Context: an optimization exercise on an open-source flow, tuned for small area. The choices shown serve that exercise and are no tape-out recipe. Only simulation tests tie the RTL to the original design; equivalence was not proved. No activity file was given, so power comes from the tool's default toggle rates.

==> flow/design.v (excerpt) <==
module sev_seg_dis(
    input rst,
    input btnU,
    input btnC,
    input btnD,
    input clk,
    input btnL,
    input btnR,
    output reg [6:0] seg,
    output [3:0] an,
    output [15:0] led
    );
    reg [4:0] seg_0, seg_1, seg_2, seg_3;
    reg [6:0] cp;
    reg [8:0] q;
    reg       f;
    reg       jr;
    reg       fe;
    reg [9:0] ml;
    reg [3:0] r;
    reg [3:0] e;
    reg [3:0] v0, v1, v2, v3;
    reg [1:0] ds;
    reg [1:0] sn;
    reg [3:0] prev;
    wire [6:0] c = cp ^ {&cp[5:0], &cp[4:0], &cp[3:0], &cp[2:0], &cp[1:0], cp[0], 1'b1};
    wire [1:0] s = c[6:5];
    wire       kclr = f | ds[1];
    wire [8:0] qi = q ^ {&q[7:0], &q[6:0], &q[5:0], &q[4:0], &q[3:0], &q[2:0], &q[1:0], q[0], 1'b1};
    wire [8:0] k = kclr ? 9'd0 : qi;
    wire eU = btnU & ~prev[0];
    wire eD = btnD & ~prev[1];
    wire eL = btnL & ~prev[2];
    wire eR = btnR & ~prev[3];
    wire clr = btnC | rst;
    wire [4:0] s3b = clr ? 5'd1 : seg_3;
    wire [2:0] p = s3b[2:0];
    reg  [2:0] pn;
    always @(*) begin
        pn = p;
        if (eU) begin
            case (p)
                3'd1: pn = 3'd0;
                3'd2: pn = 3'd1;
                3'd3: pn = 3'd0;
                3'd4: pn = 3'd3;
                default: ;
            endcase
        end else if (eD) begin
            case (p)
                3'd0: pn = 3'd1;
                3'd1: pn = 3'd2;
                3'd3: pn = 3'd4;
                3'd4: pn = 3'd2;
                default: ;
            endcase
        end else if (eL) begin
            case (p)
                3'd0: pn = 3'd3;
                3'd1: pn = 3'd4;
                3'd2: pn = 3'd4;
                default: ;
            endcase
        end else if (eR) begin
            case (p)
                3'd3: pn = 3'd1;
                3'd4: pn = 3'd1;
                default: ;
            endcase
        end
    end
  ...
Size in the first run: about 710 cells after synthesis, about 81 flip-flops, about 5300 sq um of cells after synthesis.
==> flow/config.mk <==
export PLATFORM = sky130hd
export DESIGN_NAME = sev_seg_dis
export DESIGN_NICKNAME = sev_seg_dis
export VERILOG_FILES = /design/flow/design.v
export SDC_FILE = /design/flow/constraint.sdc
export NUM_CORES = 4
export LEC_CHECK = 0
export CAP_MARGIN = 20
export CORE_MARGIN = 2
export CORE_UTILIZATION = 40
export CTS_BUF_LIST = sky130_fd_sc_hd__clkbuf_8
export SLEW_MARGIN = 20
==> flow/constraint.sdc <==
create_clock -name core_clock -period 15.0 [get_ports {clk}]
set_input_delay 3.0000 -clock core_clock [delete_from_list [all_inputs] [get_ports {clk}]]
set_output_delay 3.0000 -clock core_clock [all_outputs]
set_load 0.01 [all_outputs]
standard.sh (not shown) runs the stock make flow with config.mk's settings and CLKGATE_MAP_FILE= SYNTH_SCRIPT=/design/flow/synth_recipe.tcl, a recipe that flattens the netlist after the stock synthesis.
==> flow/flow/run.sh <==
#!/bin/bash
# Own layout flow: the standard flow, except that synthesis maps the logic
# for area (no full-adder extraction or Kogge-Stone carry chains, and an ABC
# script with &deepsyn and area-oriented mapping). Registers are untouched, so
# they keep the standard synthesis's names and cell types. Every tool's output
# goes to a log in this folder (orfs/logs/... and the *.log files here).
set -euo pipefail
W=$(pwd)
F=$W/flow

# synthesis body: ORFS's synth.tcl with the two changes above
python3 - "$FLOW_HOME/scripts/synth.tcl" "$W/synth_body.tcl" "$F/abc_area.script" <<'PY'
import sys
src, dst, scr = sys.argv[1:4]
t = open(src).read()
a = '"-extra-map $::env(FLOW_HOME)/platforms/common/lcu_kogge_stone.v"'
assert t.count(a) == 1
t = t.replace(a, '""')
a = "if {\n  [env_var_exists_and_non_empty ADDER_MAP_FILE] &&"
assert t.count(a) == 1
t = t.replace(a, "if {\n  0 && [env_var_exists_and_non_empty ADDER_MAP_FILE] &&")
a = "  log_cmd abc {*}$abc_args\n"
assert t.count(a) == 1
t = t.replace(a, "  set abc_args [lreplace $abc_args 1 1 {%s}]\n" % scr + a)
open(dst, "w").write(t)
PY
sed "s#source \$::env(SCRIPTS_DIR)/synth.tcl#source {$W/synth_body.tcl}#" synth_recipe.tcl > my_synth.tcl
grep -q "synth_body.tcl" my_synth.tcl
sed "s#SYNTH_SCRIPT=[^ ]*#SYNTH_SCRIPT=$W/my_synth.tcl#" standard.sh > my_standard.sh
grep -q "SYNTH_SCRIPT=$W/my_synth.tcl" my_standard.sh

bash my_standard.sh BUFFER_PORTS_ARGS="-buffer_cell sky130_fd_sc_hd__buf_1" finish > flow_make.log 2>&1
==> flow/flow/abc_area.script <==
strash
&get -n
&st
&deepsyn -J 20 -T 200
&dch -f
&nf -a -R 1000
&put
Rerun with:
--- a/flow/design.v
+++ b/flow/design.v
@@ -11,15 +11,14 @@
     output [3:0] an,
     output [15:0] led
     );
     reg [4:0] seg_0, seg_1, seg_2, seg_3;
     reg [6:0] cp;
     reg [8:0] q;
     reg       f;
-    reg       jr;
     reg       fe;
     reg [9:0] ml;
     reg [3:0] r;
     reg [3:0] e;
     reg [3:0] v0, v1, v2, v3;
     reg [1:0] ds;
     reg [1:0] sn;
@@ -207,16 +206,16 @@
     wire ra_34s = ra_24c ^ ra_25s ^ ra_26s;
     wire ra_35s = ra_27s ^ ra_28s ^ ra_29s;
     wire ra_36s = ra_30s ^ ra_31s ^ ra_32s;
     wire ra_37s = ra_33s ^ ra_34s ^ ra_35s;
     wire ra_38s = ra_36s ^ ra_37s;
     wire [3:0] rn = {ra_38s, ra_24s, ra_12s, ra_4s};
     wire ds3 = ds == 2'd3;
-    wire low = v3 == 4'd0 && v2 == 4'd0 && v0 == 4'd4;
-    wire sc7  = ds3 ? v3 == 4'd7 : low && v1 == 4'd0;
+    wire low = v3 == 4'd0 && v2 == 4'd0 && v0[2:0] == 3'd4;
+    wire sc7  = ds3 ? &v3[2:0] : low && v1 == 4'd0;
     wire sc17 = !ds3 && low && v1 == 4'd1;
     wire sc27 = !ds3 && low && v1 == 4'd2;
     reg  mt;
     always @(*) begin
         case (sn)
             2'd0: mt = ml[9:8] == 2'b11 && !ml[0];
             2'd1: mt = ml[9:8] == 2'b10 &&  ml[0];
@@ -237,24 +236,25 @@
             default: hit = 1'b0;
         endcase
     end
     wire lose = (hit && !s3b[4]) || ds == 2'd1;
     wire n0 = v0[3] & v0[0];
     wire n1 = v1[3] & v1[0];
     wire n2 = v2[3] & v2[0];
-    wire wrap = v3[3] & ~v2[3] & ~v2[2] & ~v2[1] & v2[0] & n1 & ~v0[3] & ~v0[2] & ~v0[1] & v0[0];
+    wire wrap = v3[3] & v2[0] & n1 & v0[0];
     wire i1 = n0;
     wire i2 = n0 & n1;
     wire i3 = n0 & n1 & n2;
     wire [3:0] v0i = wrap ? 4'd0 : {(v0[3] & ~v0[0]) | (v0[2] & v0[1] & v0[0]), v0[2] ^ (v0[1] & v0[0]), (v0[1] ^ v0[0]) & ~v0[3], ~v0[0]};
     wire [3:0] v1i = wrap ? 4'd0 : !i1 ? v1 : {(v1[3] & ~v1[0]) | (v1[2] & v1[1] & v1[0]), v1[2] ^ (v1[1] & v1[0]), (v1[1] ^ v1[0]) & ~v1[3], ~v1[0]};
     wire [3:0] v2i = wrap ? 4'd0 : !i2 ? v2 : {(v2[3] & ~v2[0]) | (v2[2] & v2[1] & v2[0]), v2[2] ^ (v2[1] & v2[0]), (v2[1] ^ v2[0]) & ~v2[3], ~v2[0]};
     wire [3:0] v3i = wrap ? 4'd0 : !i3 ? v3 : v3 + 4'd1;
     wire [1:0] sp = cp[6:5];
-    wire [4:0] dsel = jr ? 5'd0 :
+    wire jr0 = fe & ~|c;
+    wire [4:0] dsel = jr0 ? 5'd0 :
                       sp == 2'd0 ? seg_0 :
                       sp == 2'd1 ? seg_1 :
                       sp == 2'd2 ? seg_2 : seg_3;
     always @(*) begin
         case (dsel)
             0:  seg = 7'b1111110;
             1:  seg = 7'b0111111;
@@ -311,25 +311,25 @@
             r <= 4'd0;
             e <= 4'd1;
             prev <= 4'd0;
         end else begin
             seg_3 <= s3n;
             cp <= c;
             fe <= fe & ~(c[6] & c[0]);
-            ml <= btnC ? 10'd1 : ev ? 10'd0 : mli;
+            ml[0] <= btnC | (~ev & mli[0]);
             r <= rn;
             e <= en;
             prev[0] <= btnU;
             prev[1] <= btnD & (prev[1] | ~eU);
             prev[2] <= btnL & (prev[2] | ~(eU | eD));
             prev[3] <= btnR & (prev[3] | ~(eU | eD | eL));
         end
         q <= {k[8:6] | {3{rst}}, k[5:0]};
         f <= clr;
-        jr <= rst;
+        ml[9:1] <= (clr | ev) ? 9'd0 : mli[9:1];
         seg_0 <= {seg_0[4] | clr, s0b};
         seg_1 <= {seg_1[4] | clr, s1b};
         seg_2 <= {seg_2[4] | clr, s2b};
         sn <= clr ? 2'd0 : sc7 ? 2'd1 : sc17 ? 2'd2 : sc27 ? 2'd3 : sn;
         if (clr) begin
             v3 <= 4'd8; v2 <= 4'd1; v1 <= 4'd8; v0 <= 4'd9;
             ds <= 2'd0;
Utilization went down by 0.34 points.
Worst hold slack improved by 0.0045 ns.
Clock power stays flat.
Worst setup slack improved by 0.65 ns.
Sequential power is about the same.
First-iteration DRC count went down by 4.1%.
Sequential share of layout area is about the same.

==> static timing again, ports no longer ideal <==
The results above use ideal ports. As a check the final layouts listed here were re-extracted and re-timed, cells and wires unchanged. Step 1 (the two cells are an assumption about what drives the block):
set clk [get_ports {clk}]
set_driving_cell -lib_cell sky130_fd_sc_hd__clkbuf_16 $clk
set_driving_cell -lib_cell sky130_fd_sc_hd__buf_2 [delete_from_list [all_inputs] $clk]
Step 2 adds t to the input delays and takes it off the output delays; t is the mean of the earliest and latest rising clock arrival at the registers after step 1. Input paths then give back, and output paths get back, about the clock's delay inside the block. Slacks: ideal ports / drivers / drivers and shift; pairs: ideal ports / drivers.
run	shift t [ns]	setup slack, ns	hold slack, ns	worst setup path at the end
the first run	0.400	7.029 / 7.040 / 6.640	0.469 / 0.469 / 0.469	input to register
the second run	0.405	7.684 / 7.695 / 7.290	0.473 / 0.473 / 0.473	input to register
After both steps every run listed still meets setup and hold. The setup slack of the second run, which loses most, moves by +0.011 ns with the drivers and by -0.394 ns with both steps.
